This design comes from an exercise in tuning for small area on the open sky130 flow, not from production work. Where RTL was checked, it was by simulation tests only, not by an equivalence proof against the original. No driver is modelled on the clock port, so clocking that relies on it looks cheaper here than on a real chip. Power is estimated from default activity; no workload was simulated.

==> flow/design.v (excerpt) <==
module top(
    input clk,
    input rst,
    input spi_miso,
    output uart_tx,
    output spi_clk,
    output spi_cs,
    output spi_mosi,
    output led_green,
    output led_blue
);
    reg [5:0] p;     
    reg [2:0] s;     
    reg [4:0] u;     
    localparam [5:0] P24 = 6'd48, P49 = 6'd9;    
    localparam [4:0] U12 = 5'd5,  U24 = 5'd20;   
    wire pt   = (p == P49);
    wire rise = pt & (s == 3'd3);               
    wire tick = (p == P24) & (u == U12);        
    wire oclk = s[2];                           
    always @(posedge clk) begin
        if (rst || pt)
            p <= 6'd0;
        else
            p <= {p[4:0], ~(p[5] ^ p[4])};
    end
    always @(posedge clk) begin
        if (rst) begin
            s <= 3'd0;
            u <= 5'd0;
        end else if (pt) begin
            s <= s + 3'd1;
            u <= (u == U24) ? 5'd0 : {u[3:0], ~(u[4] ^ u[2])};
        end
    end
    localparam PRE = 3'd0, GAP = 3'd1, UART = 3'd2,
               INIT1 = 3'd4, INIT2 = 3'd5, READ1 = 3'd6, READ2 = 3'd7;
    reg [2:0] sg;
    reg [4:0] j;
    reg       r1;    
    reg [3:0] b;     
  ...
Size: ~530 cells after synthesis, ~9 I/O pins, about 0.0065 mm^2 of cells after synthesis.
==> flow/config.mk <==
export PLATFORM = sky130hd
export DESIGN_NAME = top
export DESIGN_NICKNAME = top
export VERILOG_FILES = /design/flow/design.v
export SDC_FILE = /design/flow/constraint.sdc
export NUM_CORES = 4
export LEC_CHECK = 0
export CAP_MARGIN = 20
export CORE_MARGIN = 2
export CORE_UTILIZATION = 70
export CTS_CLUSTER_DIAMETER = 100
export CTS_CLUSTER_SIZE = 30
export SLEW_MARGIN = 20
==> flow/constraint.sdc <==
create_clock -name core_clock -period 30.0 [get_ports {clk}]
set_input_delay 6.0000 -clock core_clock [delete_from_list [all_inputs] [get_ports {clk}]]
set_output_delay 6.0000 -clock core_clock [all_outputs]
set_load 0.01 [all_outputs]
run.sh (not shown) runs the stock make flow with config.mk's settings and CLKGATE_MAP_FILE= SYNTH_SCRIPT=/design/flow/synth_recipe.tcl, a recipe that flattens the netlist after the stock synthesis.
The starting point finished clean.
Rerun with:
Settings changed: CORE_UTILIZATION 70 to 60, CTS_CLUSTER_DIAMETER 100 to 150.
Outcome: The new run completed without violations. Die area climbs by about a fifth. Synthesized cell count stays the same. First-iteration DRC count increases by well over a third. Non-clock buffer count stays the same. Clock power goes up by a few percent. Global-route usage went down by 5.7 points. Hold slack is worse by 0.0074 ns.
No run of this note included a check of the RTL's function; only the layout flow was run.

* * *

The RTL this note starts from:
==> flow/design.v <==
module top(
    input clk,
    input rst,
    input spi_miso,
    output uart_tx,
    output spi_clk,
    output spi_cs,
    output spi_mosi,
    output led_green,
    output led_blue
);
    reg [5:0] p;     
    reg [2:0] s;     
    reg [4:0] u;     
    localparam [5:0] P24 = 6'd48, P49 = 6'd9;    
    localparam [4:0] U12 = 5'd5,  U24 = 5'd20;   
    wire pt   = (p == P49);
    wire rise = pt & (s == 3'd3);               
    wire tick = (p == P24) & (u == U12);        
    wire oclk = s[2];                           
    always @(posedge clk) begin
        if (rst || pt)
            p <= 6'd0;
        else
            p <= {p[4:0], ~(p[5] ^ p[4])};
    end
    always @(posedge clk) begin
        if (rst) begin
            s <= 3'd0;
            u <= 5'd0;
        end else if (pt) begin
            s <= s + 3'd1;
            u <= (u == U24) ? 5'd0 : {u[3:0], ~(u[4] ^ u[2])};
        end
    end
    localparam PRE = 3'b000, INIT1 = 3'b100, INIT2 = 3'b101, GAP = 3'b001,
               READ1 = 3'b110, READ2 = 3'b111, UART = 3'b010;
    reg [2:0] sg;
    reg [4:0] j;
    reg       r1;    
    reg [3:0] b;     
    wire intr      = sg[2];                      
    wire uart      = (sg == UART);
    wire frame_end = tick & (b == 4'd15);
    wire jump      = rise && intr && j == 5'd17;
    wire advance   = (rise && j == 5'd31) ||
                     (jump && sg[0]) ||
                     (uart && frame_end && j == 5'd30);
    always @(posedge clk) begin
        if (rst) begin
            sg <= PRE;
            j <= 5'd30;
        end else begin
            if (jump) begin
                case (sg[1:0])
                    2'b00:   j <= r1 ? 5'd31 : 5'd21;    
                    2'b01:   j <= 5'd11;                 
                    2'b10:   j <= 5'd31;                 
                    default: j <= 5'd28;                 
                endcase
            end else if (uart ? frame_end : rise)
                j <= j + 5'd1;
            if (advance)
                case (sg)
                    PRE:     sg <= INIT1;
                    INIT1:   sg <= INIT2;
                    INIT2:   sg <= GAP;
                    GAP:     sg <= READ1;
                    READ1:   sg <= READ2;
                    READ2:   sg <= UART;
                    default: sg <= PRE;
                endcase
        end
    end
    always @(posedge clk) begin
        if (rst)
            r1 <= 1'b1;
        else if (frame_end && uart && j == 5'd28)
            r1 <= 1'b0;
    end
    wire clr = (sg == PRE) && (j == 5'd30);     
    function [15:0] frame(input [1:0] t);
        case (t)
            2'd0: frame = 16'h3101;
            2'd1: frame = 16'h2D08;
            2'd2: frame = 16'hB200;
            default: frame = 16'hB300;
        endcase
    endfunction
    wire [1:0] tr = sg[1:0];
    reg mosi;
    always @(posedge clk) begin
        if (rst)
            mosi <= 1'b0;
        else if (pt && s == 3'd7 && intr && j <= 5'd15)
            mosi <= frame(tr) >> (5'd15 - j);
    end
    assign spi_mosi = mosi;
    assign spi_cs   = ~(intr && j <= 5'd16);
    assign spi_clk  = ~(intr && j <= 5'd15 && !oclk);
    wire run = r1 | uart;
    always @(posedge clk) begin
        if (rst)
            b <= 4'd0;
        else if (tick) begin
            if (b == 4'd0)
                b <= run ? 4'd6 : 4'd0;
            else
                b <= b + 4'd1;
        end
    end
    reg  txd;            
    reg  nxt;            
    wire data_bit = r1 ? 1'b0 :
                    (j == 5'd28) ? (b[0] & ~b[2]) :      
                    txd;
    assign uart_tx = b[3] ? data_bit : (b != 4'd7);
    always @(posedge clk) begin
        if (tick)
            txd <= nxt;
    end
    reg  [12:0] d;       
    reg  [2:0]  r;       
    reg         pend;    
    reg         blue, green;
    wire bits = rise && j >= 5'd8 && j <= 5'd15;      
    wire rd1  = bits && sg == READ1 && j != 5'd15;    
    wire rd2  = bits && sg == READ2;                  
    wire rdq  = rd2 && j >= 5'd10;                    
    wire post = pt && sg == READ2 && j == 5'd16 && s != 3'd3;  
    wire       dvb = rd2 ? spi_miso : d[12];
    wire [3:0] r4  = {r, dvb};
    wire       qb  = (r4 >= 4'd5);
    wire [3:0] rn  = qb ? r4 - 4'd5 : r4;
    reg  [3:0] ck, cw;
    reg  [1:0] xs;       
    wire xrev  = (xs == 2'd2);
    wire start = (ck == 4'd0) && (cw == 4'd0);
    wire cend  = (cw == 4'd9);
    wire tend  = (ck == 4'd12) && cend;
    always @(posedge clk) begin
        if (rd1)
            d <= {d[11:0], spi_miso};
        else if (rdq || post)
            d <= {d[11:0], qb};
        else if (xrev && cend)
            d <= {d[12], d[12:1]};
    end
    always @(posedge clk) begin
        if (rd2 || post)
            r <= rn[2:0];
        else if (sg != READ2)
            r <= 3'd0;
    end
    always @(posedge clk) begin
        if (rd2 && j == 5'd8)
            pend <= spi_miso;
    end
    reg  [129:0] ring;
    wire rin = xrev ? (cend ? d[0] : ring[128]) : (ring[129] & ~clr);
    always @(posedge clk) begin
        ring <= {ring[128:0], rin};
    end
    always @(posedge clk) begin
        if (rst) begin
            ck <= 4'd0;
            cw <= 4'd0;
            xs <= 2'd0;
        end else begin
            cw <= cend ? 4'd0 : cw + 4'd1;
            if (cend)
                ck <= (ck == 4'd12) ? 4'd0 : ck + 4'd1;
            case (xs)
                2'd0: if (rise && sg == READ2 && j == 5'd16) xs <= 2'd1;
                2'd1: if (tend) xs <= 2'd2;
                2'd2: if (tend) xs <= 2'd3;
                default: xs <= 2'd0;
            endcase
        end
    end
    reg  [4:0] acc;
    always @(posedge clk) begin
        acc <= (cw == 4'd0 ? (ck == 4'd0 ? 5'd0 : {1'b0, acc[4:1]}) : acc) + {4'd0, rin};
    end
    wire [2:0] m   = b[2:0] + 3'd1;
    wire       hi  = (j == 5'd29);
    wire       top = hi && m[2];                       
    wire [3:0] tgt = top ? 4'd0 : {hi, m} + 4'd1;
    always @(posedge clk) begin
        if (cw == 4'd0 && ck == tgt)
            nxt <= top ? acc[m[1:0]] : acc[0];
    end
    reg  ge, gt;
    wire sbit = acc[0];
    always @(posedge clk) begin
        if (xrev && cw == 4'd0 && ck != 4'd0) begin
            case (ck)
                4'd1: begin ge <= 1'b0;       gt <= sbit;        end  
                4'd2: begin ge <= 1'b0;       gt <= gt | sbit;   end  
                4'd3, 4'd4, 4'd5:
                      begin ge <= ge | sbit;  gt <= gt & sbit;   end  
                4'd6: begin ge <= ge & sbit;  gt <= gt | sbit;   end  
                default:
                      begin ge <= ge | sbit;  gt <= gt & sbit;   end  
            endcase
        end else if (xs == 2'd3) begin
            ge <= ge | (acc[3:0] != 4'd0);
            gt <= gt & (acc[3:0] == 4'd15);
        end
    end
    always @(posedge clk) begin
        if (rst) begin
            blue <= 1'b0;
            green <= 1'b0;
        end else if (uart) begin
            blue <= pend;
            if (j == 5'd28 && p != 6'd0)
                green <= ge && !gt;
        end
    end
    assign led_blue  = blue;
    assign led_green = green;
endmodule
Settings: LEC_CHECK=0, CAP_MARGIN=20, CORE_MARGIN=2, CORE_UTILIZATION=70, SLEW_MARGIN=20; clock period 30.0 ns.
standard.sh (not shown) runs the stock make flow with config.mk's settings and CLKGATE_MAP_FILE= SYNTH_SCRIPT=/design/flow/synth_recipe.tcl, a recipe that flattens the netlist after the stock synthesis.
==> flow/flow/run.sh <==
#!/bin/bash
# Layout flow: the standard ORFS flow with these changes:
#  - synthesis maps the logic for area (flow/synth.tcl); registers unchanged,
#  - clock tree synthesis without dummy loads and with larger sink clusters,
#  - the smallest buffer on the ports,
#  - cells on paths with slack downsized after clock tree synthesis.
# Each tool's output goes to the ORFS logs under orfs/logs; make's own output
# goes to synth_make.log and flow_make.log in the work folder.
set -euo pipefail
work=$(pwd)
here=$(cd "$(dirname "$0")" && pwd)
export CTS_ARGS="-sink_clustering_enable -repair_clock_nets -dont_use_dummy_load -buf_list {sky130_fd_sc_hd__clkbuf_4 sky130_fd_sc_hd__clkbuf_8} -sink_buffer_max_cap_derate 1.0"
export BUFFER_PORTS_ARGS="-buffer_cell sky130_fd_sc_hd__buf_1"
export POST_CTS_TCL="$here/post_cts.tcl"
make -C "$FLOW_HOME" DESIGN_CONFIG="$work/config.mk" WORK_HOME="$work/orfs" \
  CLKGATE_MAP_FILE= SYNTH_SCRIPT="$here/synth.tcl" synth > synth_make.log 2>&1
bash standard.sh finish > flow_make.log 2>&1
==> flow/flow/post_cts.tcl <==
# Downsize cells wherever the timing slack allows, then legalize again.
estimate_parasitics -placement
repair_timing -recover_power 100
detailed_placement
check_placement -verbose
==> flow/flow/synth.tcl <==
# The standard synthesis (synth_recipe.tcl), with one change: the logic is
# mapped by ABC with an area-oriented script, and adders are left to ABC
# instead of being mapped to adder cells first.  Registers are untouched.
proc synth {args} { yosys synth -nofsm -noshare {*}$args }
proc abc {args} {
  set out {}
  set skip 0
  foreach a $args {
    if {$skip} { set skip 0; continue }
    if {[lsearch {-script -D -constr} $a] >= 0} { set skip 1; continue }
    lappend out $a
  }
  yosys abc {*}$out -script "+strash;dc2;dch,-f;map,-a;mfs2;strash;dch,-f;map,-a"
}
set ::env(ADDER_MAP_FILE) ""
source $::env(SCRIPTS_DIR)/synth.tcl
# left out here: clear keep_hierarchy, flatten, clean up, hide names made inside functions, write 1_2_yosys.v
The starting point completed without violations.
Then changed:
--- a/flow/flow/run.sh
+++ b/flow/flow/run.sh
@@ -11,3 +11,3 @@
 here=$(cd "$(dirname "$0")" && pwd)
-export CTS_ARGS="-sink_clustering_enable -repair_clock_nets -dont_use_dummy_load -buf_list {sky130_fd_sc_hd__clkbuf_4 sky130_fd_sc_hd__clkbuf_8} -sink_buffer_max_cap_derate 1.0"
+export CTS_ARGS="-sink_clustering_enable -repair_clock_nets -dont_use_dummy_load -buf_list sky130_fd_sc_hd__clkbuf_8"
 export BUFFER_PORTS_ARGS="-buffer_cell sky130_fd_sc_hd__buf_1"
Cell count is unchanged.
Area after synthesis does not change.
Die area does not change.

-- what the ideal ports hide --
The flow's constraints put no driver on any port. The routed layouts listed below were extracted and timed again, unchanged, in two steps. Step 1 (the two cells are an assumption about what drives the block):
set clk [get_ports {clk}]
set_driving_cell -lib_cell sky130_fd_sc_hd__clkbuf_16 $clk
set_driving_cell -lib_cell sky130_fd_sc_hd__buf_2 [delete_from_list [all_inputs] $clk]
Step 2 adds t to the input delays and takes it off the output delays; t is the mean of the earliest and latest rising clock arrival at the registers after step 1. Input paths then give back, and output paths get back, about the clock's delay inside the block. a / b / c = ideal / step 1 / step 2; a / b = the first two.
run	shift t [ns]	slack for setup (ns)	worst hold slack (ns)
the first run of note 1	0.508	20.956 / 20.922 / 21.430	0.330 / 0.330 / 0.330
the second run of note 1	0.500	21.034 / 21.001 / 21.502	0.322 / 0.322 / 0.322
the first run of note 2	0.597	21.853 / 21.823 / 22.166	0.323 / 0.323 / 0.323
the second run of note 2	0.467	21.991 / 21.959 / 22.159	0.321 / 0.321 / 0.321
After both steps setup and hold are still met in every run listed.
